From an optimization exercise on the open Yosys and OpenROAD flow, aimed at small area, a short achievable clock period and few clock cycles; shortcuts taken in it are not production practice.
Only simulation tests tie the RTL to the original design; equivalence was not proved.
Power is estimated from default activity; no workload was simulated.

==> flow/design.v <==
module regfile (
    input clk,
    input clr,
    input we,
    input [4:0] rd,
    input [31:0] wdata,
    input [4:0] rs1,
    input [4:0] rs2,
    output [31:0] rv1,
    output [31:0] rv2
);
    reg [31:0] bank [1:31];
    wire [31:0] wd = clr ? 32'd0 : wdata;
    integer i;
    always @(posedge clk)
        for (i = 1; i < 32; i = i + 1)
            if (clr | (we & (rd == i)))
                bank[i] <= wd;
    wire       f1 = we & (rd == rs1) & (rd != 5'd0);
    wire       f2 = we & (rd == rs2) & (rd != 5'd0);
    wire [7:0] lo1, lo2;
    wire [4:0] hi1, hi2;               
    genvar g, b;
    generate
        for (g = 0; g < 8; g = g + 1) begin : dlo
            assign lo1[g] = (rs1[2:0] == g);
            assign lo2[g] = (rs2[2:0] == g);
        end
        for (g = 0; g < 4; g = g + 1) begin : dhi
            assign hi1[g] = (rs1[4:3] == g) & ~f1;
            assign hi2[g] = (rs2[4:3] == g) & ~f2;
        end
    endgenerate
    assign hi1[4] = f1;
    assign hi2[4] = f2;
    generate
        for (b = 0; b < 32; b = b + 1) begin : bits
            wire [3:0] g1, g2;
            rgrp7 _a1 (.d({bank[7][b], bank[6][b], bank[5][b], bank[4][b], bank[3][b], bank[2][b], bank[1][b]}),
                       .s(lo1[7:1]), .y(g1[0]));
            rgrp7 _a2 (.d({bank[7][b], bank[6][b], bank[5][b], bank[4][b], bank[3][b], bank[2][b], bank[1][b]}),
                       .s(lo2[7:1]), .y(g2[0]));
            for (g = 1; g < 4; g = g + 1) begin : grp
                wire [7:0] d = {bank[8*g+7][b], bank[8*g+6][b], bank[8*g+5][b], bank[8*g+4][b],
                                bank[8*g+3][b], bank[8*g+2][b], bank[8*g+1][b], bank[8*g][b]};
                rgrp8 _b1 (.d(d), .s(lo1), .y(g1[g]));
                rgrp8 _b2 (.d(d), .s(lo2), .y(g2[g]));
            end
            rfin _f1 (.d({wdata[b], g1}), .s(hi1), .y(rv1[b]));
            rfin _f2 (.d({wdata[b], g2}), .s(hi2), .y(rv2[b]));
        end
    endgenerate
endmodule
module rgrp8 (input [7:0] d, input [7:0] s, output y);
    assign y = |(d & s);
endmodule
module rgrp7 (input [6:0] d, input [6:0] s, output y);
    assign y = |(d & s);
endmodule
module rfin (input [4:0] d, input [4:0] s, output y);
    assign y = |(d & s);
endmodule
module cpu (
    input clk,
    input reset,
    output [31:0] iaddr,
    input [31:0] idata,
    output [31:0] daddr,
    input [31:0] drdata,
    output [31:0] dwdata,
    output [3:0] dwe
);
    reg  [31:0] pc_f;                  
    reg  [31:0] a_e, b_e;              
    reg  [11:0] x_e;                   
    reg  [4:0]  rd_e;
    reg  [2:0]  f3_e;
    reg  [3:0]  be_e;                  
    reg         wen_e;                 
    reg         cin_e, sra_e;        
    reg         clr;                 
    reg         go_e;                
    reg         jalr_e, br_e;
    reg         c12_e, s12_e;        
    reg         eq_e, lt_e, ltu_e;   
    reg         o_add, o_sll, o_slt, o_sltu, o_xor, o_sr, o_or, o_and;    
    reg         r_b;                                     
    reg  [3:0]  r_l;                                     
    reg         r_m0, r_m1;                              
    reg         r_w;                                     
    reg  [3:0]  r_sb;                                    
    reg  [3:0]  r_sh;                                    
    wire [19:0] a_inc, a_dec;
    incdec20 _incdec (.a(a_e[31:12]), .inc(a_inc), .dec(a_dec));
    wire        d_inc = c12_e & ~s12_e;
    wire        d_dec = ~c12_e & s12_e;
    reg         cond;
    always @(*) begin
        case (f3_e)
            3'b000:  cond = eq_e;
            3'b001:  cond = ~eq_e;
            3'b100:  cond = lt_e;
            3'b101:  cond = ~lt_e;
            3'b110:  cond = ltu_e;
            3'b111:  cond = ~ltu_e;
            default: cond = 1'b0;
        endcase
    end
    wire        ia_x    = jalr_e | (br_e & cond);           
    wire        ia_pc   = go_e & ~ia_x;
    wire        ia_inc  = ia_x & d_inc;
    wire        ia_dec  = ia_x & d_dec;
    wire        ia_keep = ia_x & ~d_inc & ~d_dec;
    wire [31:0] pc;                    
    assign pc[31:12] = ({20{ia_inc}} & a_inc) | ({20{ia_dec}} & a_dec) |
                       ({20{ia_keep}} & a_e[31:12]) | ({20{ia_pc}} & pc_f[31:12]);
    assign pc[11:0]  = ({12{ia_x}} & x_e) | ({12{ia_pc}} & pc_f[11:0]);
    assign iaddr = pc;
    wire [4:0] rs1 = idata[19:15];
    wire [4:0] rs2 = idata[24:20];
    wire [2:0] f3  = idata[14:12];
    wire [4:0] opc   = idata[6:2];
    wire d_lui   = opc == 5'b01101;
    wire d_auipc = opc == 5'b00101;
    wire d_jal   = opc == 5'b11011;
    wire d_jalr  = opc == 5'b11001;
    wire d_br    = opc == 5'b11000;
    wire d_load  = opc == 5'b00000;
    wire d_store = opc == 5'b01000;
    wire d_opimm = opc == 5'b00100;
    wire d_op    = opc == 5'b01100;
    wire d_wen   = (d_lui | d_auipc | d_jal | d_jalr | d_load | d_opimm | d_op) & (idata[11:7] != 5'd0);
    wire d_pass  = d_lui | d_auipc | d_jal | d_jalr;
    wire [31:0] imm_i = {{20{idata[31]}}, idata[31:20]};
    wire [31:0] imm_s = {{20{idata[31]}}, idata[31:25], idata[11:7]};
    wire [31:0] imm_u = {idata[31:12], 12'b0};
    wire [31:0] imm_j = {{12{idata[31]}}, idata[19:12], idata[20], idata[30:21], 1'b0};
    wire [31:0] imm_b = {{20{idata[31]}}, idata[7], idata[30:25], idata[11:8], 1'b0};
    wire [31:0] res_e;
    wire [31:0] opa, opb;
    regfile _regfile (
        .clk(clk), .clr(clr),
        .we(wen_e), .rd(rd_e), .wdata(res_e),
        .rs1(rs1), .rs2(rs2), .rv1(opa), .rv2(opb)
    );
    wire [31:0] fsum;                                         
    add32 _fsum (.a(pc), .b(d_jal ? imm_j : 32'd4), .y(fsum));
    wire [12:0] bsum;                                         
    add12 _bsum (.a(pc[11:0]), .b(imm_b[11:0]), .y(bsum));
    wire [11:0] imm12 = d_store ? imm_s[11:0] : imm_i[11:0];    
    wire [12:0] lsum;                                         
    add12 _lsum (.a(opa[11:0]), .b(imm12), .y(lsum));
    wire [1:0]  lo2 = lsum[1:0];
    wire eq, lt, ltu;
    cmp32 _cmp (.a(opa), .b(opb), .eq(eq), .lt(lt), .ltu(ltu));
    wire d_sub = (d_op & idata[30] & (f3 == 3'b000)) | ((d_op | d_opimm) & (f3[2:1] == 2'b01));   
    wire d_alu = d_op | d_opimm;
    wire d_sll = d_alu & (f3 == 3'b001);
    reg  [31:0] opa_rev;
    integer m;
    always @(*) for (m = 0; m < 32; m = m + 1) opa_rev[m] = opa[31 - m];
    reg [3:0] be;
    always @(*) begin
        case (f3)
            3'b000:  be = 4'b0001 << lo2;
            3'b001:  be = lo2[0] ? 4'b0000 : (lo2[1] ? 4'b1100 : 4'b0011);
            3'b010:  be = (lo2 == 2'b00) ? 4'b1111 : 4'b0000;
            default: be = 4'b0000;
        endcase
    end
    wire ld_b  = d_load & (f3[1:0] == 2'b00);                  
    wire ld_h  = d_load & (f3[1:0] == 2'b01) & ~lo2[0];        
    wire ld_w  = d_load & (f3 == 3'b010) & (lo2 == 2'b00);     
    wire ld_s  = ~f3[2];                                       
    wire [3:0] lane = 4'b0001 << lo2;
    always @(posedge clk) begin
        clr     <= reset;
        pc_f    <= fsum;
        x_e     <= d_br ? bsum[11:0] : {lsum[11:1], lsum[0] & ~d_jalr};
        a_e     <= (d_br | d_auipc | d_jal) ? pc : d_sll ? opa_rev : opa;    
        b_e     <= (d_store | d_op) ? (opb ^ {32{d_sub}}) :
                   d_jal   ? 32'd4 :                  
                   d_jalr  ? fsum :                   
                   (d_lui | d_auipc) ? imm_u : (imm_i ^ {32{d_sub}});
        be_e    <= (d_store & ~reset) ? be : 4'b0000;
        rd_e    <= idata[11:7];
        f3_e    <= f3;
        wen_e   <= d_wen & ~reset;
        cin_e   <= d_sub;
        sra_e   <= idata[30];
        o_add   <= (d_alu & (f3 == 3'b000)) | d_auipc | d_jal;
        o_sll   <= d_alu & (f3 == 3'b001);
        o_slt   <= d_alu & (f3 == 3'b010);
        o_sltu  <= d_alu & (f3 == 3'b011);
        o_xor   <= d_alu & (f3 == 3'b100);
        o_sr    <= d_alu & (f3 == 3'b101);
        o_or    <= d_alu & (f3 == 3'b110);
        o_and   <= d_alu & (f3 == 3'b111);
        go_e    <= ~reset;             
        jalr_e  <= d_jalr & ~reset;
        br_e    <= d_br & ~reset;
        c12_e   <= d_br ? bsum[12] : lsum[12];
        s12_e   <= d_br ? imm_b[12] : imm12[11];
        eq_e    <= eq;
        lt_e    <= lt;
        ltu_e   <= ltu;
        r_b     <= d_pass & ~d_auipc & ~d_jal;
        r_l     <= {4{ld_b}} & lane | {3'b000, ld_h & ~lo2[1] | ld_w} | {1'b0, ld_h & lo2[1], 2'b00};
        r_m0    <= (ld_h & ~lo2[1]) | ld_w;
        r_m1    <= ld_h & lo2[1];
        r_w     <= ld_w;
        r_sb    <= {4{ld_b & ld_s}} & lane;
        r_sh    <= ({4{ld_b & ld_s}} & lane) | {ld_h & ld_s & lo2[1], 1'b0, ld_h & ld_s & ~lo2[1], 1'b0};
    end
    wire [32:0] s33;
    add33 _add (.a(a_e), .b(b_e), .cin(cin_e), .y(s33));
    wire        altu = ~s33[32];
    wire        alt  = (a_e[31] == b_e[31]) ? a_e[31] : s33[31];
    wire [31:0] sr;
    shr32 _shr (.a(a_e), .fill(sra_e & ~o_sll & a_e[31]), .sh(b_e[4:0]), .y(sr));
    reg  [31:0] rr;
    integer k;
    always @(*) for (k = 0; k < 32; k = k + 1) rr[k] = sr[31 - k];
    wire [31:0] alu_out = ({32{o_add}} & s33[31:0]) | ({32{o_sll}} & rr) | ({32{o_sr}} & sr) |
                          {31'd0, (o_slt & alt) | (o_sltu & altu)} |
                          ({32{o_xor}} & (a_e ^ b_e)) | ({32{o_or}} & (a_e | b_e)) |
                          ({32{o_and}} & (a_e & b_e));
    wire [7:0] lbyte = ({8{r_l[0]}} & drdata[7:0])   | ({8{r_l[1]}} & drdata[15:8]) |
                       ({8{r_l[2]}} & drdata[23:16]) | ({8{r_l[3]}} & drdata[31:24]);
    wire       sgnb  = (r_sb[0] & drdata[7]) | (r_sb[1] & drdata[15]) |
                       (r_sb[2] & drdata[23]) | (r_sb[3] & drdata[31]);
    wire       sgnh  = (r_sh[0] & drdata[7]) | (r_sh[1] & drdata[15]) |
                       (r_sh[2] & drdata[23]) | (r_sh[3] & drdata[31]);
    wire [31:0] ldata = {({16{r_w}} & drdata[31:16]) | {16{sgnh}},
                         ({8{r_m0}} & drdata[15:8]) | ({8{r_m1}} & drdata[31:24]) | {8{sgnb}},
                         lbyte};
    assign res_e  = ldata | ({32{r_b}} & b_e) | alu_out;
    assign daddr  = {({20{d_inc}} & a_inc) | ({20{d_dec}} & a_dec) | ({20{~d_inc & ~d_dec}} & a_e[31:12]),
                     x_e[11:2], 2'b00};
    assign dwe    = be_e & {4{~reset}};
    assign dwdata = {f3_e[1] ? b_e[31:24] : f3_e[0] ? b_e[15:8] : b_e[7:0],
                     f3_e[1] ? b_e[23:16] : b_e[7:0],
                     (f3_e[1] | f3_e[0]) ? b_e[15:8] : b_e[7:0],
                     b_e[7:0]};
endmodule
module add12 (input [11:0] a, input [11:0] b, output [12:0] y);
    assign y = {1'b0, a} + {1'b0, b};
endmodule
module add32 (input [31:0] a, input [31:0] b, output [31:0] y);
    assign y = a + b;
endmodule
module incdec20 (input [19:0] a, output [19:0] inc, output [19:0] dec);
    assign inc = a + 20'd1;
    assign dec = a - 20'd1;
endmodule
module add33 (input [31:0] a, input [31:0] b, input cin, output [32:0] y);
    assign y = {1'b0, a} + {1'b0, b} + {32'd0, cin};
endmodule
module shr32 (input [31:0] a, input fill, input [4:0] sh, output [31:0] y);
    integer k;
    wire [63:0] x0 = {{32{fill}}, a};
    reg  [34:0] x1;
    reg  [31:0] x2;
    always @(*) begin
        for (k = 0; k < 35; k = k + 1)
            case (sh[1:0])
                2'd0: x1[k] = x0[k];
                2'd1: x1[k] = x0[k + 1];
                2'd2: x1[k] = x0[k + 2];
                default: x1[k] = x0[k + 3];
            endcase
    end
    wire [63:0] x1e = {{29{fill}}, x1};
    always @(*) begin
        for (k = 0; k < 32; k = k + 1)
            case (sh[3:2])
                2'd0: x2[k] = x1e[k];
                2'd1: x2[k] = x1e[k + 4];
                2'd2: x2[k] = x1e[k + 8];
                default: x2[k] = x1e[k + 12];
            endcase
    end
    wire [47:0] x2e = {{16{fill}}, x2};
    assign y = sh[4] ? x2e[47:16] : x2;
endmodule
module cmp32 (input [31:0] a, input [31:0] b, output eq, output lt, output ltu);
    assign eq  = (a == b);
    assign ltu = (a < b);
    assign lt  = (a[31] ^ b[31]) ? a[31] : ltu;
endmodule
==> flow/flow/run.sh <==
#!/bin/bash
# The standard layout (the standard.sh: standard synthesis, floorplan,
# placement, CTS, routing), with two changes to how it is made:
#  - the port buffers are buf_4 cells instead of the default delay-cell
#    buffers, which the timing repair cannot resize;
#  - the timing repair aims for a setup margin of 5.8 ns.
# The clock, the constraints and the synthesis are the standard flow's own.
set -euo pipefail
bash standard.sh SETUP_SLACK_MARGIN=5.8 "BUFFER_PORTS_ARGS=-buffer_cell sky130_fd_sc_hd__buf_4" finish > standard_flow.log 2>&1
==> flow/standard.sh <==
#!/bin/bash
# synth_recipe.tcl (not shown) runs the flow's synth.tcl, then flattens the netlist and writes it again
# the make line also repeats each setting of config.mk as NAME=value (left out here)
make -C /OpenROAD-flow-scripts/flow DESIGN_CONFIG=/design/flow/config.mk WORK_HOME=/design/flow/orfs CLKGATE_MAP_FILE= SYNTH_SCRIPT=/design/flow/synth_recipe.tcl "${@:-finish}"
==> flow/config.mk <==
export PLATFORM = sky130hd
export DESIGN_NAME = cpu
export DESIGN_NICKNAME = cpu
export VERILOG_FILES = /design/flow/design.v
export SDC_FILE = /design/flow/constraint.sdc
export NUM_CORES = 4
export LEC_CHECK = 0
export CAP_MARGIN = 20
export CORE_MARGIN = 2
export CORE_UTILIZATION = 45
export CTS_CLUSTER_DIAMETER = 100
export CTS_CLUSTER_SIZE = 30
export PLACE_DENSITY = 0.6
export SETUP_SLACK_MARGIN = 5
export SLEW_MARGIN = 20
export SYNTH_HIERARCHICAL = 1
export SYNTH_MINIMUM_KEEP_SIZE = 0
export TNS_END_PERCENT = 5
==> flow/constraint.sdc <==
create_clock -name core_clock -period 10.5 [get_ports {clk}]
set_input_delay 2.1000 -clock core_clock [delete_from_list [all_inputs] [get_ports {clk}]]
set_output_delay 2.1000 -clock core_clock [all_outputs]
set_load 0.01 [all_outputs]
==> results of run 1 <==
## modules after synthesis, one instance, submodules excluded
module	cell area [um^2]	cells inside	flip-flops and latches
shr32	2060	230	0
rgrp8	36.3	5	0
incdec20	833	116	0
rgrp7	30.0	4	0
add33	1850	259	0
rfin	21.3	3	0
regfile	30800	1140	992
cmp32	843	120	0
add12	628	82	0
add32	2050	275	0
cpu	10200	1246	154
## routing by layer
metal	up-vias	routed length, um
met2	3871	116000
met5	-	42
met3	878	31800
met1	25700	93800
met4	6	18800
li1	21200	-
## report_power, final
part	switching, mW	internal, mW	leakage, nW
sequential	0.225	5.29	11.5
combinational	1.77	0.968	12.8
clock	1.48	0.896	0.696
total	3.47	7.15	25.0
## Yosys cell counts (all sizes together), types with 18 or more instances
library cell  number  share of area
nor2             115         0.0075
o211ai            42         0.0062
a21boi            25         0.0031
o21ai            148          0.012
and3              26         0.0028
nor3              61         0.0056
nand2            343          0.022
a22oi           1048           0.13
mux2              84          0.016
a222oi           139          0.023
xnor2             70          0.010
edfxtp           992           0.50
xor2              52         0.0077
dfxtp            154          0.051
mux4              27          0.010
inv              179          0.011
buf               83         0.0094
nand3            136          0.011
nand4            253          0.027
nor2b             54         0.0056
ha               186          0.039
nand2b            18         0.0019
mux2i             87          0.014
o21bai            24         0.0031
and2              22         0.0023
a221oi            41         0.0060
a21o              54         0.0068
a21oi            113         0.0094
clkbuf           101         0.0064
## per-stage QoR
step / hold WS, ns / util
global placement: 0.719 / 0.483
floorplan: 0.554 / -
CTS: 0.737 / 0.514
detailed placement: 0.732 / 0.483
global route: 0.737 / 0.519
finish: 0.733 / 0.519
## worst max-delay path: cells and delay by family
kind | cells | cell delay (ns)
adder cells (fa/ha/maj) | 1 | 0.25
buffers and inverters | 3 | 0.69
AND/OR/NAND/NOR | 5 | 0.92
AO/OA/AOI/OAI | 5 | 1.80
## layout by cell type (no fill, tap or decap), types with 77 or more instances in the layout
| cell | netlist | routed |
|---|---|---|
| a21oi_1 | 113 | 108 |
| nor2_1 | 111 | 107 |
| a222oi_1 | 139 | 139 |
| a22oi_1 | 1048 | 1027 |
| mux2_2 | 82 | 77 |
| o21ai_0 | 132 | 125 |
| buf_4 | 34 | 355 |
| nand3_1 | 135 | 130 |
| nand2_1 | 341 | 293 |
| nand4_1 | 247 | 247 |
| inv_1 | 178 | 174 |
| dfxtp_1 | 154 | 128 |
| ha_1 | 186 | 159 |
| edfxtp_1 | 992 | 992 |
## area by class of cell
class | instances | area (um^2)
multi-input cells | 3456 | 27400
clock buffers | 53 | 1220
clock inverters | 14 | 218
repair buffers | 446 | 4380
flip-flops and latches | 1146 | 32900
inverters | 182 | 697
fillers | 11400 | 64100
diodes | 8 | 20.0
well taps | 1768 | 2210
## sequential cells by signal, summed over array words and instances, names as in the netlist, 5 cells and up
register and cells:
_regfile.bank 992, pc_f 32, rd_e 5, b_e 32
a_e 32, x_e 12
## logic make-up (layout without fill, tap and decap cells)
family | count (synthesis) | in the layout | share of synthesized area
flops | 1146 | 1146 | 0.547
xor+xnor | 122 | 122 | 0.0179
compound gates | 1806 | 1806 | 0.227
buf+inv | 367 | 695 | 0.0278
other cells | 1 | 12 | 0.0000624
simple gates | 1127 | 1135 | 0.100
mux | 198 | 198 | 0.0406
fa+ha+maj | 191 | 191 | 0.0404
## what timing repair did
action,4_1_cts,5_1_grt
buffers inserted,112,22
endpoints found under the setup margin,453,113
cloned,21,2
pin swaps,90,50
gates resized for setup,310,68
## worst max path at each step
stage                           end  slack [ns]
final                          lt_e        5.27
after global routing           lt_e        5.19
after CTS                 iaddr[30]        5.40
after detailed placement       lt_e        3.71
after global placement         lt_e        3.79
after floorplan               c12_e        3.55
==> run_results.csv, run 1 <==
group,metric,value,unit
power,power,10.6,mW
critical_path,r2r_slack,5.33,ns
critical_path,slowest_stage,"a22oi_1",
global_route,gr-usage-met1,0.464,
global_route,met2_usage,0.567,
synthesis,synth_cell_types,128,
power,power.density,154,nW/um^2
detailed_routing,via_per_inst,7.31,
clocking,cts_buffer_depth,3,
worst_hold_path,hold_start,"pc_f[5]",
floorplanning,fp.dieH,370,um
power,irDropWorstVdd,0.134,mV
synthesis,synth_edf_count,992,
synthesis,synth_area_per_cell,12.1,um^2
detailed_routing,wl,260,mm
critical_path,worstPathCellList,"buf_4 > and3b_4 > buf_6 > a22oi_1 > nand4_1 > a22oi_1 > nand2_2 > inv_1 > ha_1 > a21oi_1 > nand2_1 > a221oi_1 > nor3_4 > o32ai_1",
critical_path,timing.rr.end,"lt_e",
sta,slew_violations,0,
critical_path,crit_type,"in2reg",
detailed_routing,dr.pass1.iters,10,
synthesis,ys_ff_latch,1146,
global_route,overflow,0,
critical_path,cp_max_fo,39,
sta,clock.fmax,191,MHz
layout,synthToLayoutAreaGrowth,14.8,%
critical_path,slowest_delay,0.56,ns
sta,tns,0,ns
clocking,cts_tree,"built",
global_route,first_global_vias,48400,
floorplanning,dieArea,137000,um^2
layout,final_nets,5536,
detailed_routing,wl_per_cell,36.8,um
layout,drive_above_1_share,0.187,
sta,fin_skew,0.0813,ns
layout,final_cells,7073,
synthesis,syn_inst,4958,
global_route,use_met3,0.0953,
layout,post-route-cell-area,69100,um^2
power,p_leak,25.0,nW
clocking,cts_sinks,1146,
clocking,h-tree-depth,2,
critical_path,critPathLaunchType,"primary input",
floorplanning,core_area,133000,um^2
critical_path,cp_data_required_time,11.14,ns
floorplanning,die_w,370,um
placement,portBuffers,161,
global_route,grt_pass1_wl,360,mm
worst_hold_path,hold_end,"a_e[5]",
sta,relSlewSlack,0.254,
sta,finalSetupViolCount,0,
synthesis,synthArstFlopShare,0,
clocking,postCtsHoldBufs,0,
floorplanning,pin_count,166,
detailed_routing,drt_iter0_drc,8056,
placement,pre_cts_slack,3.71,ns
critical_path,reg2reg_depth,19,
critical_path,r2r_start,"b_e[0]",
sta,rsz0062_at_grt,"true",
sta,worst_slack,5.27,ns
placement,dp_hpwl,151,mm
floorplanning,initial_core_util,0.452,
critical_path,crit_start,"idata[21]",
worst_hold_path,hp-class,"reg2reg",
global_route,antenna_found_initial,10,
detailed_routing,routed-via-count,51700,
clocking,root_buffer,"clkbuf_16",
worst_hold_path,min_path_cells,3,
synthesis,synth-warning-count,10,
global_route,track_usage,0.368,
outcome,outcome,"no timing/DRC/antenna violations",
critical_path,crit_path_end_kind,"flop",
sta,tightestPinTransition,1.12,ns
clocking,numCtsBuffers,47,
clocking,path_clk_slew,0.12,ns
synthesis,synthFlopType,"edfxtp_1",
clocking,clk_latency,0.73,ns
placement,placed_cell_area,64300,um^2
synthesis,synth-seq-area-share,0.547,
sta,fin_crit_sh,0.498,
synthesis,synth_area,60100,um^2
sta,min_period,5.23,ns
critical_path,arrival,5.87,ns
detailed_routing,drc,0,
global_route,top_usage_layer,"met2",
global_route,grt_max_degree,97,
floorplanning,core.rowCount,134,
sta,finalHoldViolations,0,
critical_path,crit_top_cell,"a22oi_1",
placement,gp_congestion,0.999,
detailed_routing,ant_nets,0,
placement,dp.cells,6841,
job,cap_violations,0,
Testbench counts, summed over its fixed seeds: cycles 115,251.
==> run 2, diff against run 1 <==
--- a/flow/config.mk
+++ b/flow/config.mk
@@ -10,3 +10,3 @@
 export CORE_UTILIZATION = 45
-export CTS_CLUSTER_DIAMETER = 100
+export CTS_CLUSTER_DIAMETER = 80
 export CTS_CLUSTER_SIZE = 30
==> run 2 against run 1 <==
Effect of this change: combinational power is essentially flat; design area grew 0.18%; worst hold slack got worse by 0.013 ns; global-route usage shrank 0.29 points; clock power up about 10%; synthesized cell count is the same; largest cell class unchanged; setup slack worse by 0.046 ns; fmax down 0.88%; largest power group unchanged; area after synthesis did not move; sequential power is essentially flat; still clean.
==> run_results.csv, run 2 <==
group,metric,value,unit
synthesis,synthArstFlopShare,0,
worst_hold_path,hp-class,"reg2reg",
synthesis,synth-warning-count,10,
critical_path,reg2reg_depth,17,
global_route,grt_max_degree,97,
detailed_routing,wl_per_cell,36.5,um
clocking,cts_buffer_depth,3,
clocking,cts_sinks,1146,
clocking,cts_tree,"built",
synthesis,synth_area_per_cell,12.1,um^2
placement,pre_cts_slack,3.71,ns
critical_path,arrival,5.88,ns
global_route,grt_pass1_wl,358,mm
critical_path,crit_path_end_kind,"flop",
floorplanning,dieArea,137000,um^2
synthesis,ys_ff_latch,1146,
sta,tightestPinTransition,1.14,ns
sta,finalSetupViolCount,0,
detailed_routing,ant_nets,0,
global_route,first_global_vias,48300,
layout,synthToLayoutAreaGrowth,15.0,%
detailed_routing,drc,0,
clocking,path_clk_slew,0.12,ns
layout,fill_cells,11400,
layout,final_cell_mix,"1026 x a22oi_1, 992 x edfxtp_1, 344 x buf_4",
floorplanning,core.rowCount,134,
power,irDropWorstVdd,0.145,mV
global_route,track_usage,0.365,
synthesis,synth_top_area_share,0.495,
critical_path,r2r_slack,5.25,ns
synthesis,synthFlopType,"edfxtp_1",
sta,worst_slack,5.22,ns
sta,fin_skew,0.0565,ns
layout,drive_above_1_share,0.185,
layout,final_nets,5533,
detailed_routing,via_per_inst,7.29,
synthesis,synth_area,60100,um^2
critical_path,cp_max_fo,32,
layout,final_cells,7077,
placement,placed_cell_area,64300,um^2
clocking,numCtsBuffers,53,
sta,rsz0062_at_grt,"true",
synthesis,synth_cell_types,128,
global_route,overflow,0,
sta,slew_violations,0,
critical_path,crit_start,"idata[15]",
detailed_routing,wl,258,mm
sta,fin_crit_sh,0.503,
synthesis,synth_top_cells_by_area,"edfxtp_1 50%, a22oi_1 13%, dfxtp_1 5.1%",
layout,multi_input_area,27300,um^2
power,power,10.9,mW
synthesis,synth_most_common_cell,"a22oi_1",
sta,clock.fmax,189,MHz
floorplanning,initial_core_util,0.452,
synthesis,synthTopCellsByCount,"1048 x a22oi_1, 992 x edfxtp_1, 341 x nand2_1",
clocking,root_buffer,"clkbuf_16",
floorplanning,fp.dieH,370,um
placement,dp_hpwl,151,mm
placement,portBuffers,161,
synthesis,synth_top_area_cell,"edfxtp_1",
detailed_routing,routed-via-count,51600,
detailed_routing,drt_iter0_drc,8227,
sta,finalHoldViolations,0,
layout,seq_area,32900,um^2
floorplanning,pin_count,166,
layout,top_register,"_regfile.bank",
sta,relSlewSlack,0.242,
clocking,h-tree-depth,2,
outcome,outcome,"no timing/DRC/antenna violations",
power,power.density,157,nW/um^2
clocking,clk_latency,0.74,ns
layout,utilization,0.520,
layout,layout_commonest_cell,"a22oi_1",
job,cap_violations,0,
critical_path,cp_data_required_time,11.11,ns
synthesis,syn_inst,4958,
critical_path,crit_type,"in2reg",
synthesis,synth-seq-area-share,0.547,
sta,fin_hold_ws,0.720,ns
detailed_routing,dr.pass1.iters,10,
critical_path,critPathLaunchType,"primary input",
sta,min_period,5.28,ns
clocking,postCtsHoldBufs,0,
critical_path,r2r_start,"b_e[0]",
layout,post-route-cell-area,69200,um^2
sta,tns,0,ns
synthesis,synth_edf_count,992,
floorplanning,die_w,370,um
placement,gp_congestion,0.999,
global_route,antenna_found_initial,5,
placement,dp.cells,6841,
critical_path,crit_end,"lt_e",
floorplanning,core_area,133000,um^2
power,p_leak,25.1,nW
layout,largest_register_ffs,992,
critical_path,timing.rr.end,"lt_e",
## run 2: worst min path at each step
stage                   to    start  slack, ns  cells after the start
global route        a_e[5]  pc_f[5]       0.72                      3
detailed placement  a_e[5]  pc_f[5]       0.73                      3
global placement    a_e[9]  pc_f[9]       0.72                      3
CTS                 a_e[1]   x_e[1]       0.72                      3
floorplan           a_e[0]   x_e[0]       0.55                      3
finish              a_e[5]  pc_f[5]       0.72                      3
## run 2: power breakdown
part	switching [mW]	internal, mW	total [mW]	leakage, nW
registers	0.226	5.29	5.51	11.5
clock network	1.59	1.03	2.62	0.850
logic	1.76	0.961	2.72	12.7
## run 2: cells by family after synthesis
kind of cell               after synthesis  synth area share
muxes                                  198            0.0406
buffers and inverters                  367            0.0278
other                                    1         0.0000624
AOI/OAI and AO/OA                     1806             0.227
and+or+nand+nor                       1127             0.100
xor gates and xnor gates               122            0.0179
DFF                                   1146             0.547
adders and majority gates              191            0.0404
## run 2: critical path: stages
cell and delay [ns]:
buf_6 0.18, nand2_2 0.28, nor2_4 0.08, buf_6 0.22
buf_6 0.28, a22oi_1 0.24, nand4_1 0.14, a22oi_1 0.52
nand2_2 0.31, ha_1 0.40, nand4_1 0.12, or4_4 0.59
nor3_4 0.19, o32ai_1 0.11
## run 2: Yosys stat by module (local to each module, per instance)
module / copies in the design / cell area [um^2] / flops+latches
add12: 2 / 628 / 0
add32: 1 / 2050 / 0
add33: 1 / 1850 / 0
cmp32: 1 / 843 / 0
cpu: 1 / 10200 / 154
incdec20: 1 / 833 / 0
regfile: 1 / 30800 / 992
rfin: 64 / 21.3 / 0
rgrp7: 64 / 30.0 / 0
rgrp8: 192 / 36.3 / 0
shr32: 1 / 2060 / 0
## run 2: final cells by class
cell class	instances	area share
diodes	4	0.000145
clock buffers	61	0.0197
clock inverters	23	0.00591
inverters	182	0.0101
multi-input cells	3456	0.395
flip-flops and latches	1146	0.476
well taps	1768	0.0320
repair buffers	437	0.0617
## run 2: per-layer routing
metal	routed length, um	GRT usage
met1	93700	0.466
met2	114000	0.559
met3	32000	0.0881
met4	18300	0.229
met5	45	0
## run 2: repair_timing
action,4_1_cts,5_1_grt
gates resized for setup,289,59
pin swaps,89,36
setup buffers,105,22
setup endpoints to repair,437,112
hold endpoints to repair,0,0
gates cloned,19,2
==> run 3, diff against run 2 <==
--- a/flow/config.mk
+++ b/flow/config.mk
@@ -10,4 +10,4 @@
 export CORE_UTILIZATION = 45
-export CTS_CLUSTER_DIAMETER = 80
-export CTS_CLUSTER_SIZE = 30
+export CTS_CLUSTER_DIAMETER = 70
+export CTS_CLUSTER_SIZE = 25
 export PLACE_DENSITY = 0.6
==> run 3 against run 2 <==
Effect of this change: combinational power shrank 2%; sequential power is essentially flat; via count grew 0.26%; fmax shrank 2.0%; synthesized cell count is the same; critical endpoint unchanged; clock skew shrank 0.0079 ns; largest cell class unchanged; count of clock-buffer cells in the layout grew 23; design area grew 0.49%.
==> run_results.csv, run 3 <==
group,metric,value,unit
outcome,outcome,"no timing/DRC/antenna violations",
sta,clock.fmax,186,MHz
layout,fill_cells,11400,
clocking,numCtsBuffers,76,
sta,rsz0062_at_grt,"true",
layout,layout_commonest_cell,"a22oi_1",
detailed_routing,drt_iter0_drc,8605,
placement,gp_congestion,0.999,
synthesis,synth_edf_count,992,
sta,fin_crit_sh,0.513,
synthesis,synth_top_cells_by_area,"edfxtp_1 50%, a22oi_1 13%, dfxtp_1 5.1%",
global_route,track_usage,0.363,
layout,final_nets,5540,
global_route,first_global_vias,48300,
detailed_routing,ant_nets,0,
global_route,overflow,0,
sta,fin_hold_ws,0.695,ns
global_route,antenna_found_initial,8,
detailed_routing,via_per_inst,7.27,
layout,largest_register_ffs,992,
worst_hold_path,hp-class,"reg2reg",
placement,portBuffers,161,
synthesis,synth-warning-count,10,
synthesis,synthArstFlopShare,0,
sta,slew_violations,0,
floorplanning,pin_count,166,
critical_path,cp_max_fo,32,
job,cap_violations,0,
floorplanning,die_w,370,um
synthesis,synth_most_common_cell,"a22oi_1",
detailed_routing,dr.pass1.iters,16,
floorplanning,dieArea,137000,um^2
layout,synthToLayoutAreaGrowth,15.6,%
floorplanning,fp.dieH,370,um
clocking,cts_sinks,1146,
sta,tightestPinTransition,1.12,ns
clocking,cts_tree,"built",
critical_path,r2r_slack,5.19,ns
power,p_leak,25.3,nW
global_route,grt_max_degree,97,
clocking,postCtsHoldBufs,0,
floorplanning,core_area,133000,um^2
synthesis,synthTopCellsByCount,"1048 x a22oi_1, 992 x edfxtp_1, 341 x nand2_1",
sta,finalHoldViolations,0,
critical_path,arrival,5.96,ns
detailed_routing,wl,256,mm
synthesis,synth_top_area_cell,"edfxtp_1",
clocking,cts_buffer_depth,3,
floorplanning,initial_core_util,0.452,
layout,top_register,"_regfile.bank",
detailed_routing,drc,0,
worst_hold_path,hold_start,"pc_f[11]",
power,irDropWorstVdd,0.110,mV
synthesis,ys_ff_latch,1146,
power,power.density,165,nW/um^2
synthesis,synthFlopType,"edfxtp_1",
synthesis,synth_area,60100,um^2
critical_path,crit_start,"idata[20]",
sta,fin_skew,0.0487,ns
critical_path,crit_path_end_kind,"flop",
synthesis,synth-seq-area-share,0.547,
sta,relSlewSlack,0.257,
layout,final_cell_mix,"1032 x a22oi_1, 992 x edfxtp_1, 351 x buf_4",
detailed_routing,wl_per_cell,36.0,um
synthesis,synth_cell_types,128,
critical_path,crit_type,"in2reg",
synthesis,synth_top_area_share,0.495,
placement,dp_hpwl,151,mm
layout,utilization,0.522,
clocking,root_buffer,"clkbuf_16",
synthesis,syn_inst,4958,
worst_hold_path,min_path_cells,3,
critical_path,reg2reg_depth,17,
critical_path,cp_data_required_time,11.08,ns
clocking,clk_latency,0.73,ns
critical_path,r2r_start,"b_e[0]",
sta,tns,0,ns
clocking,h-tree-depth,3,
synthesis,synth_area_per_cell,12.1,um^2
sta,finalSetupViolCount,0,
detailed_routing,routed-via-count,51700,
global_route,grt_pass1_wl,356,mm
clocking,path_clk_slew,0.08,ns
sta,min_period,5.38,ns
floorplanning,core.rowCount,134,
critical_path,critPathLaunchType,"primary input",
layout,drive_above_1_share,0.186,
-- run 3: cell count changes in the layout (fill, tap and decap cells not counted), sizes merged --
cell	change
clkinv	+3
clkbuf	+20
buf	-11
inv	+16
bufbuf	-2
clkinvlp	+6
-- run 3: worst max-delay path: stages --
cell and delay [ns]:
buf_4 0.31, xnor2_1 0.11, and4_4 0.26, a311oi_4 0.38, buf_6 0.41, a22oi_1 0.34
nand2_1 0.47, inv_1 0.09, ha_1 0.35, and4_1 0.28, nor4b_2 0.27, o21ai_0 0.18
a21oi_2 0.18, o32ai_1 0.10
-- run 3: what timing repair did --
item | 4_1_cts | 5_1_grt
gates resized for setup | 193 | 97
hold endpoints to repair | 0 | 0
buffers inserted | 80 | 37
endpoints found under the setup margin | 438 | 111
gates cloned | 15 | 0
pin swaps | 41 | 69
-- run 3: logic make-up (layout without fill, tap and decap cells) --
family                   Yosys count  after routing  synth area share
multiplexers                     198            198            0.0406
XOR/XNOR                         122            122            0.0179
adder cells (fa/ha/maj)          191            191            0.0404
AO/OA/AOI/OAI                   1806           1806             0.227
buffers and inverters            367            735            0.0278
flip-flops                      1146           1146             0.547
other                              1              8         0.0000624
AND/OR/NAND/NOR                 1127           1135             0.100
-- run 3: area by class of cell --
type,count,area [um^2],area share
diodes,4,10.0,0.000144
clock buffers,84,2020,0.0290
clock inverters,48,592,0.00851
inverters,182,688,0.00990
multi-input cells,3456,27200,0.391
flip-flops and latches,1146,32900,0.473
well taps,1768,2210,0.0318
repair buffers,421,3880,0.0558
-- run 3: per-module statistics from Yosys (local to each module, per instance), excerpt --
| module | cells | flops+latches | times used |
|---|---|---|---|
| regfile | 1140 | 992 | 1 |
| cmp32 | 120 | 0 | 1 |
| add32 | 275 | 0 | 1 |
| shr32 | 230 | 0 | 1 |
| cpu | 1246 | 154 | 1 |
| add33 | 259 | 0 | 1 |
| rfin | 3 | 0 | 64 |
-- run 3: where the power goes --
group	switching (mW)	internal, mW
Sequential	0.226	5.29
Combinational	1.74	0.928
Clock	1.76	1.51
-- run 3: worst paths after layout --
kind	to
max	lt_e
min	a_e[11]
max reg2reg	lt_e
min reg2reg	a_e[11]
-- run 3: metal layers --
metal  part of all wire  wire, um  GRT usage  vias up
li1                   -         -          -    21300
met1               0.36     93000      0.464    25600
met2               0.44    113000      0.559     3946
met3               0.12     31500     0.0885      870
met4              0.071     18200      0.218        4
met5            0.00011        29          0        -
-- run 3: metrics by stage --
step	setup WS (ns)	cells	power (mW)	instance area [um^2]
global placement	3.79	6841	7.88	64300
finish	5.12	7109	11.5	69500
CTS	5.29	7068	11.3	68700
global route	5.11	7105	11.8	69500
floorplan	3.55	4961	6.92	60400
detailed placement	3.71	6841	7.91	64300
==> run 4, diff against run 3 <==
--- a/flow/design.v
+++ b/flow/design.v
@@ -6,2 +6,5 @@
     input [31:0] wdata,
+    input [31:0] fslow,                
+    input [31:0] ffast,
+    input fast,
     input [4:0] rs1,
@@ -20,17 +23,15 @@
     wire       f2 = we & (rd == rs2) & (rd != 5'd0);
-    wire [7:0] lo1, lo2;
-    wire [4:0] hi1, hi2;               
+    wire [7:0] lo1 [0:3];
+    wire [7:0] lo2 [0:3];
+    wire [5:0] hi1 [0:3];              
+    wire [5:0] hi2 [0:3];
     genvar g, b;
     generate
-        for (g = 0; g < 8; g = g + 1) begin : dlo
-            assign lo1[g] = (rs1[2:0] == g);
-            assign lo2[g] = (rs2[2:0] == g);
-        end
-        for (g = 0; g < 4; g = g + 1) begin : dhi
-            assign hi1[g] = (rs1[4:3] == g) & ~f1;
-            assign hi2[g] = (rs2[4:3] == g) & ~f2;
+        for (g = 0; g < 4; g = g + 1) begin : dec
+            rdec3 _l1 (.a(rs1[2:0]), .y(lo1[g]));
+            rdec3 _l2 (.a(rs2[2:0]), .y(lo2[g]));
+            rdec2 _h1 (.a(rs1[4:3]), .f(f1), .fast(fast), .y(hi1[g]));
+            rdec2 _h2 (.a(rs2[4:3]), .f(f2), .fast(fast), .y(hi2[g]));
         end
     endgenerate
-    assign hi1[4] = f1;
-    assign hi2[4] = f2;
     generate
@@ -38,6 +39,8 @@
             wire [3:0] g1, g2;
+            wire [7:0] s1 = lo1[b / 8];
+            wire [7:0] s2 = lo2[b / 8];
             rgrp7 _a1 (.d({bank[7][b], bank[6][b], bank[5][b], bank[4][b], bank[3][b], bank[2][b], bank[1][b]}),
-                       .s(lo1[7:1]), .y(g1[0]));
+                       .s(s1[7:1]), .y(g1[0]));
             rgrp7 _a2 (.d({bank[7][b], bank[6][b], bank[5][b], bank[4][b], bank[3][b], bank[2][b], bank[1][b]}),
-                       .s(lo2[7:1]), .y(g2[0]));
+                       .s(s2[7:1]), .y(g2[0]));
             for (g = 1; g < 4; g = g + 1) begin : grp
@@ -45,7 +48,7 @@
                                 bank[8*g+3][b], bank[8*g+2][b], bank[8*g+1][b], bank[8*g][b]};
-                rgrp8 _b1 (.d(d), .s(lo1), .y(g1[g]));
-                rgrp8 _b2 (.d(d), .s(lo2), .y(g2[g]));
+                rgrp8 _b1 (.d(d), .s(s1), .y(g1[g]));
+                rgrp8 _b2 (.d(d), .s(s2), .y(g2[g]));
             end
-            rfin _f1 (.d({wdata[b], g1}), .s(hi1), .y(rv1[b]));
-            rfin _f2 (.d({wdata[b], g2}), .s(hi2), .y(rv2[b]));
+            rfin _f1 (.d({ffast[b], fslow[b], g1}), .s(hi1[b / 8]), .y(rv1[b]));
+            rfin _f2 (.d({ffast[b], fslow[b], g2}), .s(hi2[b / 8]), .y(rv2[b]));
         end
@@ -59,4 +62,10 @@
 endmodule
-module rfin (input [4:0] d, input [4:0] s, output y);
+module rfin (input [5:0] d, input [5:0] s, output y);
     assign y = |(d & s);
+endmodule
+module rdec3 (input [2:0] a, output [7:0] y);
+    assign y = 8'b1 << a;
+endmodule
+module rdec2 (input [1:0] a, input f, input fast, output [5:0] y);
+    assign y = {f & fast, f, (4'b1 << a) & {4{~f}}};
 endmodule
@@ -138,3 +147,4 @@
     wire [31:0] imm_b = {{20{idata[31]}}, idata[7], idata[30:25], idata[11:8], 1'b0};
-    wire [31:0] res_e;
+    wire [31:0] res_e, res_slow;
+    wire [32:0] s33;
     wire [31:0] opa, opb;
@@ -143,2 +153,3 @@
         .we(wen_e), .rd(rd_e), .wdata(res_e),
+        .fslow(res_slow), .ffast(s33[31:0]), .fast(o_add),
         .rs1(rs1), .rs2(rs2), .rv1(opa), .rv2(opb)
@@ -214,3 +225,2 @@
     end
-    wire [32:0] s33;
     add33 _add (.a(a_e), .b(b_e), .cin(cin_e), .y(s33));
@@ -223,3 +233,4 @@
     always @(*) for (k = 0; k < 32; k = k + 1) rr[k] = sr[31 - k];
-    wire [31:0] alu_out = ({32{o_add}} & s33[31:0]) | ({32{o_sll}} & rr) | ({32{o_sr}} & sr) |
+    wire [31:0] alu_out;    
+    assign alu_out = ({32{o_sll}} & rr) | ({32{o_sr}} & sr) |
                           {31'd0, (o_slt & alt) | (o_sltu & altu)} |
@@ -236,3 +247,4 @@
                          lbyte};
-    assign res_e  = ldata | ({32{r_b}} & b_e) | alu_out;
+    assign res_slow = ldata | ({32{r_b}} & b_e) | alu_out;
+    assign res_e    = res_slow | ({32{o_add}} & s33[31:0]);
     assign daddr  = {({20{d_inc}} & a_inc) | ({20{d_dec}} & a_dec) | ({20{~d_inc & ~d_dec}} & a_e[31:12]),
--- a/flow/config.mk
+++ b/flow/config.mk
@@ -10,4 +10,4 @@
 export CORE_UTILIZATION = 45
-export CTS_CLUSTER_DIAMETER = 70
-export CTS_CLUSTER_SIZE = 25
+export CTS_CLUSTER_DIAMETER = 80
+export CTS_CLUSTER_SIZE = 30
 export PLACE_DENSITY = 0.6
==> run 4 against run 3 <==
Effect of this change: still clean; total power decreased by 1.3%; first-iteration DRC count increased by 4.1%; fmax increased by 2.1%; combinational power increased by 7%; core utilization increased by 0.77 points; clock skew increased by 0.027 ns; clock power decreased by 11%; synthesized cell count increased by 2.5%; worst hold slack got worse by 0.053 ns; critical endpoint unchanged.
==> run_results.csv, run 4 <==
group,metric,value,unit
global_route,first_global_vias,49300,
placement,placed_cell_area,65500,um^2
layout,post-route-cell-area,71600,um^2
critical_path,crit_path_end_kind,"flop",
outcome,outcome,"no timing/DRC/antenna violations",
sta,worst_slack,5.23,ns
power,power.net_switching,3.86,mW
worst_hold_path,hold_end,"a_e[4]",
floorplanning,pin_count,166,
critical_path,r2r_slack,5.32,ns
critical_path,r2r_start,"b_e[0]",
detailed_routing,drc,0,
floorplanning,dieArea,139000,um^2
sta,finalHoldViolations,0,
synthesis,syn_inst,5082,
synthesis,synth_top_area_cell,"edfxtp_1",
placement,gp_congestion,1.08,
clocking,numCtsBuffers,59,
detailed_routing,wl_per_cell,37.4,um
synthesis,synthTopCellsByCount,"1176 x a22oi_1, 992 x edfxtp_1, 254 x nand4_1",
sta,fin_crit_sh,0.502,
power,p_leak,26.3,nW
critical_path,crit_type,"in2reg",
clocking,cts_sinks,1146,
detailed_routing,drt_iter0_drc,8962,
detailed_routing,dr.pass1.iters,7,
sta,finalSetupViolCount,0,
detailed_routing,routed-via-count,53100,
critical_path,slowest_delay,0.59,ns
floorplanning,initial_core_util,0.453,
layout,largest_register_ffs,992,
power,power.density,158,nW/um^2
sta,rsz0062_at_grt,"true",
clocking,h-tree-depth,2,
sta,clock.fmax,190,MHz
critical_path,arrival,5.95,ns
synthesis,synthArstFlopShare,0,
placement,pre_cts_slack,3.45,ns
clocking,clk_latency,0.78,ns
synthesis,synth_most_common_cell,"a22oi_1",
worst_hold_path,hold_start,"pc_f[4]",
clocking,path_clk_slew,0.12,ns
layout,drive_above_1_share,0.210,
sta,tns,0,ns
global_route,overflow,0,
critical_path,timing.rr.end,"lt_e",
power,power.internal,7.45,mW
detailed_routing,via_per_inst,7.32,
clocking,cts_tree,"built",
synthesis,synth_area_per_cell,12.0,um^2
placement,dp_hpwl,169,mm
critical_path,cp_data_required_time,11.18,ns
floorplanning,fp.dieH,373,um
placement,dp.cells,6982,
synthesis,synth_cell_types,130,
placement,portBuffers,161,
worst_hold_path,hp-class,"reg2reg",
floorplanning,core.rowCount,135,
synthesis,ys_ff_latch,1146,
power,sw_frac_of_total,0.341,
layout,layout_commonest_cell,"a22oi_1",
layout,final_nets,5686,
power,p_clk_frac,0.257,
floorplanning,core_area,135000,um^2
sta,fin_skew,0.0761,ns
detailed_routing,ant_nets,0,
clocking,root_buffer,"clkbuf_16",
critical_path,cp_max_fo,8,
sta,relSlewSlack,0.254,
synthesis,synth_top_area_share,0.487,
synthesis,synth_edf_count,992,
job,cap_violations,0,
synthesis,synth-warning-count,11,
layout,synthToLayoutAreaGrowth,17.1,%
critical_path,crit_family,"compound AO/OA/AOI/OAI gates",
sta,tightestPinTransition,1.11,ns
power,irDropWorstVdd,0.146,mV
worst_hold_path,min_path_cells,3,
global_route,grt_pass1_wl,376,mm
synthesis,synthFlopType,"edfxtp_1",
layout,top_register,"_regfile.bank",
synthesis,synth_area,61200,um^2
layout,final_cells,7260,
detailed_routing,wl,272,mm
synthesis,synth_top_cells_by_area,"edfxtp_1 49%, a22oi_1 14%, dfxtp_1 5.0%",
global_route,track_usage,0.376,
clocking,postCtsHoldBufs,0,
critical_path,reg2reg_depth,15,
global_route,grt_max_degree,64,
floorplanning,die_w,373,um
synthesis,synth-seq-area-share,0.537,
critical_path,slowest_stage,"a221oi_4",
critical_path,critPathLaunchType,"primary input",
clocking,cts_buffer_depth,3,
critical_path,crit_buf_inv,2,
sta,slew_violations,0,
global_route,antenna_found_initial,14,
sta,min_period,5.27,ns
layout,final_cell_mix,"1112 x a22oi_1, 992 x edfxtp_1, 385 x buf_4",
power,power_frac_comb,0.253,
power,seq_power_share,0.490,
critical_path,worstPathCellList,"buf_4 > a22o_1 > a221oi_4 > nand4_1 > a22oi_1 > nand3_2 > ha_1 > nand4_1 > buf_4 > nor4b_2 > o21ai_0 > a21oi_2 > o32ai_2",
run 4: worst max-delay path by stage:
stage / from / depth (start not counted) / to / slack [ns]
after CTS: a_e[18] / 9 / iaddr[25] / 5.30
after detailed placement: idata[15] / 14 / lt_e / 3.45
final: drdata[7] / 13 / lt_e / 5.23
after global placement: idata[15] / 14 / lt_e / 3.48
after floorplan: idata[17] / 14 / c12_e / 5.30
after global routing: a_e[19] / 9 / iaddr[29] / 5.28
run 4: tightest hold or removal path, cell delays in order, from the launching register on:
cell     delay (ns)
dfxtp_1        0.31
nand2_1        0.05
mux2_2         0.19
mux2i_1        0.08
run 4: final cells by class:
type | instances | area (um^2)
antenna | 9 | 22.5
sequential | 1146 | 32900
multi-input combinational | 3579 | 29200
fill | 11600 | 63500
timing repair buffer | 467 | 4420
clock buffer | 63 | 1490
inverter | 176 | 671
tap | 1781 | 2230
clock inverter | 39 | 657
run 4: modules after synthesis (local to each module, per instance), a selection:
module | cells | area [um^2]
cmp32 | 120 | 843
regfile | 1100 | 30600
rdec3 | 8 | 65.1
add33 | 259 | 1850
incdec20 | 116 | 833
shr32 | 230 | 2060
add12 | 82 | 628
rfin | 4 | 27.5
rgrp7 | 4 | 30.0
cpu | 1234 | 10200
run 4: logic make-up (layout without fill, tap and decap cells):
| group | after synthesis | in the layout | synth area share |
|---|---|---|---|
| AOI/OAI and AO/OA | 1874 | 1874 | 0.228 |
| xor gates and xnor gates | 122 | 122 | 0.0175 |
| adders and majority gates | 191 | 191 | 0.0397 |
| buffers and inverters | 363 | 745 | 0.0275 |
| DFF | 1146 | 1146 | 0.537 |
| muxes | 198 | 198 | 0.0399 |
| other | 1 | 13 | 0.0000613 |
| and+or+nand+nor | 1187 | 1190 | 0.110 |
run 4: routing by layer:
metal | wire length [um] | GRT usage
met5 | 92 | 0
met2 | 111000 | 0.527
met1 | 103000 | 0.510
met3 | 40900 | 0.135
met4 | 16800 | 0.194
run 4: through the flow:
step	hold WS, ns	power, mW	utilization
2_1_floorplan	0.554	6.95	-
3_3_place_gp	0.630	7.99	0.485
3_5_place_dp	0.625	8.02	0.485
4_1_cts	0.624	11.1	0.525
5_1_grt	0.677	11.6	0.530
6_report	0.642	11.3	0.530
run 4: power by group through the flow:
stage / registers [mW] / logic, mW / clock network [mW]
floorplan: 5.54 / 1.41 / 0
global route: 5.56 / 2.96 / 3.07
global placement: 5.60 / 2.39 / 0
detailed placement: 5.61 / 2.41 / 0
finish: 5.53 / 2.86 / 2.91
CTS: 5.52 / 2.69 / 2.92
run 4: timing repair:
action,in CTS,in global routing
gates resized for setup,398,97
endpoints found under the setup margin,285,118
cloned,11,2
pin swaps,110,31
buffers inserted,134,20
Testbench counts of run 4, summed over its fixed seeds: cycles 115,251.
==> run 5, diff against run 4 <==
--- a/flow/config.mk
+++ b/flow/config.mk
@@ -10,3 +10,3 @@
 export CORE_UTILIZATION = 45
-export CTS_CLUSTER_DIAMETER = 80
+export CTS_CLUSTER_DIAMETER = 100
 export CTS_CLUSTER_SIZE = 30
==> run 5 against run 4 <==
Effect of this change: first-iteration DRC count fell by 2.7%; sequential share of layout area fell by 0.12 points; sequential power barely moved; critical path depth fell by 6; via count rose by 0.40%; non-clock buffer count rose by 48; clock power fell by 17%; final cell count rose by 0.26%; synthesized cell count did not move; die area did not move; clock skew fell by 0.016 ns; fmax rose by 2.1%.
==> run_results.csv, run 5 <==
group,metric,value,unit
outcome,outcome,"no timing/DRC/antenna violations",
global_route,antenna_found_initial,16,
critical_path,cp_max_fo,34,
clocking,postCtsHoldBufs,0,
floorplanning,die_w,373,um
synthesis,synthTopCellsByCount,"1176 x a22oi_1, 992 x edfxtp_1, 254 x nand4_1",
synthesis,syn_inst,5082,
critical_path,arrival,3.06,ns
critical_path,cp_data_required_time,8.40,ns
power,seq_power_share,0.508,
power,p_leak,26.4,nW
sta,fin_skew,0.0606,ns
synthesis,synth_area_per_cell,12.0,um^2
power,power.density,152,nW/um^2
critical_path,critPathLaunchType,"flop",
synthesis,ys_ff_latch,1146,
power,sw_frac_of_total,0.337,
clocking,numCtsBuffers,48,
placement,placed_cell_area,65500,um^2
clocking,path_clk_slew,0.12,ns
power,power.internal,7.23,mW
layout,utilization,0.531,
synthesis,synth_top_cells_by_area,"edfxtp_1 49%, a22oi_1 14%, dfxtp_1 5.0%",
sta,fin_crit_sh,0.492,
detailed_routing,dr.pass1.iters,9,
global_route,overflow,0,
placement,gp_congestion,1.08,
floorplanning,initial_core_util,0.453,
synthesis,synthArstFlopShare,0,
floorplanning,pin_count,166,
clocking,cts_tree,"built",
synthesis,synth-warning-count,11,
floorplanning,fp.dieH,373,um
sta,rsz0062_at_grt,"true",
worst_hold_path,hp-class,"reg2reg",
sta,relSlewSlack,0.151,
layout,final_cell_mix,"1116 x a22oi_1, 992 x edfxtp_1, 426 x buf_4",
layout,layout_commonest_cell,"a22oi_1",
global_route,grt_max_degree,64,
floorplanning,core_area,135000,um^2
layout,synthToLayoutAreaGrowth,17.4,%
floorplanning,core.rowCount,135,
power,power.net_switching,3.67,mW
sta,finalSetupViolCount,0,
sta,slew_violations,0,
detailed_routing,drc,0,
synthesis,synth_cell_types,130,
sta,tns,0,ns
floorplanning,dieArea,139000,um^2
critical_path,crit_path_end_kind,"output pin",
synthesis,synth_top_area_cell,"edfxtp_1",
synthesis,synth_most_common_cell,"a22oi_1",
clocking,h-tree-depth,2,
global_route,grt_pass1_wl,379,mm
critical_path,crit_type,"reg2out",
clocking,root_buffer,"clkbuf_16",
detailed_routing,ant_nets,0,
power,p_clk_frac,0.221,
layout,largest_register_ffs,992,
sta,tightestPinTransition,1.26,ns
layout,top_register,"_regfile.bank",
clocking,clk_latency,0.74,ns
layout,drive_above_1_share,0.218,
synthesis,synth_area,61200,um^2
sta,clock.fmax,194,MHz
placement,dp_hpwl,169,mm
layout,post-route-cell-area,71800,um^2
global_route,first_global_vias,49400,
layout,fill_cells,11600,
sta,min_period,5.16,ns
synthesis,synth_top_area_share,0.487,
power,power_frac_comb,0.271,
worst_hold_path,min_path_cells,3,
detailed_routing,drt_iter0_drc,8723,
power,irDropWorstVdd,0.133,mV
sta,finalHoldViolations,0,
detailed_routing,wl_per_cell,37.8,um
critical_path,r2r_slack,5.37,ns
detailed_routing,wl,275,mm
critical_path,reg2reg_depth,17,
sta,worst_slack,5.34,ns
placement,pre_cts_slack,3.45,ns
synthesis,synth-seq-area-share,0.537,
synthesis,synth_edf_count,992,
clocking,cts_sinks,1146,
synthesis,synthFlopType,"edfxtp_1",
layout,final_nets,5722,
global_route,track_usage,0.380,
clocking,cts_buffer_depth,3,
detailed_routing,routed-via-count,53400,
detailed_routing,via_per_inst,7.33,
placement,portBuffers,161,
job,cap_violations,0,
[run 5: cell counts after synthesis]
Identical to the previous run, type by type.
[run 5: critical path: stages (launching register included)]
cell     delay [ns]
dfxtp_1        0.36
buf_4          0.35
nor2_1         0.09
a31oi_1        0.27
o21ai_4        0.10
buf_8          0.21
mux2i_1        0.62
buf_4          0.24
[run 5: final timing paths]
check | startpoint | to
max | f3_e[1] | iaddr[13]
min | pc_f[4] | a_e[4]
max reg2reg | a_e[31] | lt_e
min reg2reg | pc_f[4] | a_e[4]
[run 5: Yosys stat by module (local to each module, per instance)]
module | flops+latches | times used
incdec20 | 0 | 1
shr32 | 0 | 1
regfile | 992 | 1
add33 | 0 | 1
add12 | 0 | 2
rdec2 | 0 | 8
rdec3 | 0 | 8
rgrp7 | 0 | 64
add32 | 0 | 1
cmp32 | 0 | 1
rfin | 0 | 64
rgrp8 | 0 | 192
cpu | 154 | 1
[run 5: cells by family after synthesis]
| logic type | count (synthesis) | synth area share |
|---|---|---|
| multiplexers | 198 | 0.0399 |
| XOR/XNOR | 122 | 0.0175 |
| flip-flops | 1146 | 0.537 |
| buffers and inverters | 363 | 0.0275 |
| AO/OA/AOI/OAI | 1874 | 0.228 |
| AND/OR/NAND/NOR | 1187 | 0.110 |
| other | 1 | 0.0000613 |
| adder cells (fa/ha/maj) | 191 | 0.0397 |
[run 5: what timing repair did]
item	in CTS	in global routing
gates cloned	15	3
pin swaps	113	80
setup endpoints to repair	291	150
setup buffers	147	49
resized for setup	431	131
[run 5: power groups by stage]
stage               logic [mW]  clock network (mW)  registers (mW)
global placement          2.39                   0            5.60
detailed placement        2.41                   0            5.61
CTS                       2.72                2.41            5.51
finish                    2.95                2.41            5.53
global route              3.04                2.55            5.56
floorplan                 1.41                   0            5.54
[run 5: cell type report]
| cell class | count | area, um^2 | share of cell area |
|---|---|---|---|
| inverters | 176 | 669 | 0.00932 |
| multi-input cells | 3578 | 29500 | 0.411 |
| flip-flops and latches | 1146 | 32900 | 0.459 |
| repair buffers | 515 | 4990 | 0.0695 |
| clock inverters | 17 | 205 | 0.00286 |
| diodes | 8 | 20.0 | 0.000279 |
| clock buffers | 58 | 1260 | 0.0175 |
| well taps | 1781 | 2230 | 0.0310 |
[run 5: layer usage]
| metal | vias up | routed length (um) | part of all wire | GRT usage |
|---|---|---|---|---|
| met2 | 4213 | 112000 | 0.41 | 0.535 |
| met1 | 26600 | 103000 | 0.37 | 0.514 |
| met3 | 675 | 42300 | 0.15 | 0.137 |
| met5 | - | 140 | 0.00051 | 0 |
| met4 | 10 | 17500 | 0.064 | 0.193 |
| li1 | 21900 | - | - | - |
[run 5: per-stage QoR]
step | hold slack, ns | instances | power [mW]
2_1_floorplan | 0.554 | 5085 | 6.95
3_3_place_gp | 0.630 | 6982 | 7.99
3_5_place_dp | 0.625 | 6982 | 8.02
4_1_cts | 0.637 | 7219 | 10.6
5_1_grt | 0.669 | 7274 | 11.2
6_report | 0.662 | 7279 | 10.9
==> run 6, diff against run 5 <==
--- a/flow/design.v
+++ b/flow/design.v
@@ -156,4 +156,6 @@
     );
-    wire [31:0] fsum;                                         
-    add32 _fsum (.a(pc), .b(d_jal ? imm_j : 32'd4), .y(fsum));
+    wire [31:0] pc4, fsum;
+    inc30 _pc4 (.a(pc[31:2]), .y(pc4[31:2]));
+    assign pc4[1:0] = pc[1:0];
+    add32 _fsum (.a(pc), .b(imm_j), .y(fsum));                
     wire [12:0] bsum;                                         
@@ -188,8 +190,7 @@
         clr     <= reset;
-        pc_f    <= fsum;
+        pc_f    <= d_jal ? fsum : pc4;
         x_e     <= d_br ? bsum[11:0] : {lsum[11:1], lsum[0] & ~d_jalr};
-        a_e     <= (d_br | d_auipc | d_jal) ? pc : d_sll ? opa_rev : opa;    
+        a_e     <= (d_br | d_auipc) ? pc : d_sll ? opa_rev : opa;    
         b_e     <= (d_store | d_op) ? (opb ^ {32{d_sub}}) :
-                   d_jal   ? 32'd4 :                  
-                   d_jalr  ? fsum :                   
+                   (d_jal | d_jalr) ? pc4 :
                    (d_lui | d_auipc) ? imm_u : (imm_i ^ {32{d_sub}});
@@ -201,3 +202,3 @@
         sra_e   <= idata[30];
-        o_add   <= (d_alu & (f3 == 3'b000)) | d_auipc | d_jal;
+        o_add   <= (d_alu & (f3 == 3'b000)) | d_auipc;
         o_sll   <= d_alu & (f3 == 3'b001);
@@ -217,3 +218,3 @@
         ltu_e   <= ltu;
-        r_b     <= d_pass & ~d_auipc & ~d_jal;
+        r_b     <= d_pass & ~d_auipc;
         r_l     <= {4{ld_b}} & lane | {3'b000, ld_h & ~lo2[1] | ld_w} | {1'b0, ld_h & lo2[1], 2'b00};
@@ -263,2 +264,5 @@
 endmodule
+module inc30 (input [29:0] a, output [29:0] y);
+    assign y = a + 30'd1;
+endmodule
 module incdec20 (input [19:0] a, output [19:0] inc, output [19:0] dec);
--- a/flow/config.mk
+++ b/flow/config.mk
@@ -10,3 +10,3 @@
 export CORE_UTILIZATION = 45
-export CTS_CLUSTER_DIAMETER = 100
+export CTS_CLUSTER_DIAMETER = 80
 export CTS_CLUSTER_SIZE = 30
==> run 6 against run 5 <==
Effect of this change: worst hold slack worse by 0.15 ns; critical path depth up 11; core utilization up 0.15 points; first-iteration DRC count up 0.68%; wire length down 0.94%; global-route usage down 0.54 points; die area up 1.0%; fmax up 1.6%; design area up 0.90%; sequential cell count unchanged; largest cell class unchanged.
==> run_results.csv, run 6 <==
group,metric,value,unit
global_route,track_usage,0.375,
clocking,clk_latency,0.77,ns
layout,layout_commonest_cell,"a22oi_1",
placement,dp.cells,7081,
floorplanning,core.rowCount,135,
synthesis,syn_inst,5190,
detailed_routing,wl,273,mm
placement,portBuffers,161,
clocking,cts_sinks,1146,
layout,largest_register_ffs,992,
synthesis,synth_top_area_cell,"edfxtp_1",
critical_path,worstSetupPathDepth,18,
floorplanning,initial_core_util,0.455,
synthesis,synthArstFlopShare,0,
clocking,postCtsHoldBufs,0,
critical_path,crit_family,"compound AO/OA/AOI/OAI gates",
floorplanning,core_area,136000,um^2
layout,fill_cells,11600,
global_route,antenna_found_initial,7,
clocking,numCtsBuffers,56,
global_route,first_global_vias,50800,
detailed_routing,dr.pass1.iters,10,
sta,rsz0062_at_grt,"true",
critical_path,cp_max_fo,8,
detailed_routing,routed-via-count,54600,
layout,top_register,"_regfile.bank",
placement,gp_congestion,1.06,
critical_path,worstPathCellList,"buf_12 > buf_16 > mux4_2 > mux2_4 > buf_4 > buf_4 > a22oi_1 > nand3_1 > a22oi_1 > nand4_1 > a22oi_1 > nand3_4 > ha_4 > a21o_1 > a2111o_1 > a31o_1 > a31o_1 > mux2_4",
critical_path,reg2reg_depth,18,
detailed_routing,drt_iter0_drc,8782,
power,p_leak,26.6,nW
global_route,overflow,0,
layout,drive_above_1_share,0.208,
sta,slew_violations,0,
detailed_routing,ant_nets,0,
clocking,cts_tree,"built",
global_route,grt_max_degree,71,
synthesis,synth_top_cells_by_area,"edfxtp_1 48%, a22oi_1 14%, dfxtp_1 5.0%",
clocking,root_buffer,"clkbuf_16",
synthesis,synth-seq-area-share,0.532,
clocking,path_clk_slew,0.11,ns
critical_path,arrival,5.69,ns
synthesis,synth-warning-count,11,
job,cap_violations,0,
critical_path,slowest_delay,0.51,ns
synthesis,synth_area_per_cell,11.9,um^2
floorplanning,fp.dieH,375,um
layout,final_cells,7376,
detailed_routing,drc,0,
synthesis,synth_cell_types,117,
critical_path,crit_buf_inv,4,
sta,clock.fmax,197,MHz
critical_path,crit_path_end_kind,"flop",
layout,final_cell_mix,"1105 x a22oi_1, 992 x edfxtp_1, 422 x buf_4",
sta,relSlewSlack,0.250,
synthesis,synth_edf_count,992,
outcome,outcome,"no timing/DRC/antenna violations",
detailed_routing,wl_per_cell,36.9,um
placement,dp_hpwl,165,mm
synthesis,ys_ff_latch,1146,
sta,fin_crit_sh,0.484,
layout,final_nets,5812,
sta,tightestPinTransition,1.12,ns
layout,synthToLayoutAreaGrowth,17.2,%
sta,finalHoldViolations,0,
critical_path,critPathLaunchType,"flop",
floorplanning,pin_count,166,
global_route,grt_pass1_wl,381,mm
synthesis,synthTopCellsByCount,"1165 x a22oi_1, 992 x edfxtp_1, 292 x nand4_1",
synthesis,synth_top_area_share,0.482,
synthesis,synthFlopType,"edfxtp_1",
detailed_routing,via_per_inst,7.40,
power,irDropWorstVdd,0.153,mV
worst_hold_path,min_path_cells,2,
critical_path,cp_data_required_time,11.11,ns
synthesis,synth_area,61800,um^2
sta,finalSetupViolCount,0,
critical_path,slowest_stage,"mux4_2",
sta,tns,0,ns
critical_path,crit_type,"reg2reg",
clocking,h-tree-depth,2,
floorplanning,die_w,375,um
sta,min_period,5.08,ns
clocking,cts_buffer_depth,3,
synthesis,synth_most_common_cell,"a22oi_1",
floorplanning,dieArea,140000,um^2
power,power.density,156,nW/um^2
sta,fin_skew,0.0920,ns
critical_path,crit_top_cell,"a22oi_1",
worst_hold_path,hp-class,"reg2reg",
-- run 6: cell types whose count changed in the layout (fill, tap and decap cells not counted), moves of 26 or more --
cell      delta
nand4_1     +38
a21oi_1     +71
xnor2_1     +52
o211ai_1    +30
nand3_1     +33
or3_1       +30
nand2_1     -80
nor3_1      -26
-- run 6: final cells by class --
type / count / area (um^2) / area share
clock inverters: 40 / 618 / 0.00853
repair buffers: 504 / 4760 / 0.0656
flip-flops and latches: 1146 / 32900 / 0.454
well taps: 1781 / 2230 / 0.0308
inverters: 163 / 623 / 0.00860
multi-input cells: 3683 / 29900 / 0.413
diodes: 2 / 5.00 / 0.0000691
clock buffers: 57 / 1410 / 0.0194
-- run 6: Yosys stat by module (local to each module, per instance), excerpt --
module / cell area, um^2 / flops+latches
add32: 1790 / 0
inc30: 566 / 0
rgrp8: 36.3 / 0
cmp32: 843 / 0
cpu: 10500 / 154
regfile: 30600 / 992
-- run 6: worst register-to-register path: stages, from the launching register on --
cell,delay (ns)
dfxtp_4,0.40
buf_12,0.14
buf_16,0.14
mux4_2,0.51
mux2_4,0.30
buf_4,0.14
buf_4,0.13
a22oi_1,0.32
nand3_1,0.23
a22oi_1,0.23
nand4_1,0.26
a22oi_1,0.38
nand3_4,0.25
ha_4,0.25
a21o_1,0.21
a2111o_1,0.41
a31o_1,0.19
a31o_1,0.23
mux2_4,0.26
-- run 6: repair_timing --
item,4_1_cts,5_1_grt
endpoints found under the setup margin,308,85
endpoints found under the hold margin,0,0
pin swaps,125,27
resized for setup,467,32
setup buffers,156,15
cloned,25,0
-- run 6: path summary, 6_finish.rpt --
| kind | start | slack, ns | endpoint |
|---|---|---|---|
| worst min-delay path | pc_f[28] | 0.52 | a_e[28] |
| worst max register to register | b_e[0] | 5.42 | c12_e |
| worst min register to register | pc_f[28] | 0.52 | a_e[28] |
| worst max-delay path | b_e[0] | 5.42 | c12_e |
-- run 6: power by group --
part	leakage, nW	switching, mW	total [mW]	internal (mW)
registers	11.5	0.243	5.52	5.28
logic	14.2	1.92	2.94	1.02
clock network	0.960	1.67	2.83	1.16
-- run 6: metrics by stage --
step	power (mW)	util	hold slack (ns)	setup WS, ns	instance area (um^2)
after floorplan	6.95	-	0.488	5.14	62100
after global placement	8.02	0.486	0.510	3.48	66100
after detailed placement	8.05	0.486	0.514	3.57	66100
after CTS	11.1	0.531	0.517	5.49	72100
after global routing	11.6	0.533	0.531	5.34	72500
final	11.3	0.533	0.516	5.42	72500
-- run 6: metal layers --
layer  global-route usage  wire length, um
met5                    0               21
met4                0.202            17700
met3               0.0996            37000
met2                0.554           117000
met1                0.501           101000
-- run 6: cell families after synthesis --
| family | count (synthesis) | synth area share |
|---|---|---|
| simple gates | 1165 | 0.109 |
| compound gates | 1961 | 0.232 |
| buf+inv | 372 | 0.0272 |
| xor+xnor | 178 | 0.0252 |
| mux | 175 | 0.0356 |
| flops | 1146 | 0.532 |
| fa+ha+maj | 192 | 0.0395 |
| other cells | 1 | 0.0000607 |
Testbench counts of run 6, summed over its fixed seeds: cycles 115,251.

[afterwards: timing with drivers on the ports]
In the flow no input, the clock included, has a driving cell. The finished layouts below were timed again as built, in two steps.
Step 1 sets driving cells, clkbuf_16 on the clock port and buf_2 on the other inputs (assumed; they add their load-dependent delay and slew).
Step 2, shift: input delay + t, output delay - t, t = (earliest + latest rising clock arrival at the registers) / 2. This alone moves slack from input paths to output paths.
Three values: ideal, step 1, step 2; two values: the first two.
| run | shift t [ns] | setup WS [ns] |
|---|---|---|
| run 1 | 0.777 | 5.269 / 5.264 / 4.534 |
| run 2 | 0.795 | 5.222 / 5.250 / 4.484 |
| run 3 | 0.795 | 5.115 / 5.177 / 4.383 |
| run 4 | 0.812 | 5.227 / 5.153 / 4.341 |
| run 5 | 0.788 | 5.336 / 5.143 / 4.354 |
| run 6 | 0.815 | 5.419 / 5.258 / 4.443 |
After both steps setup and hold are still met in every run listed.
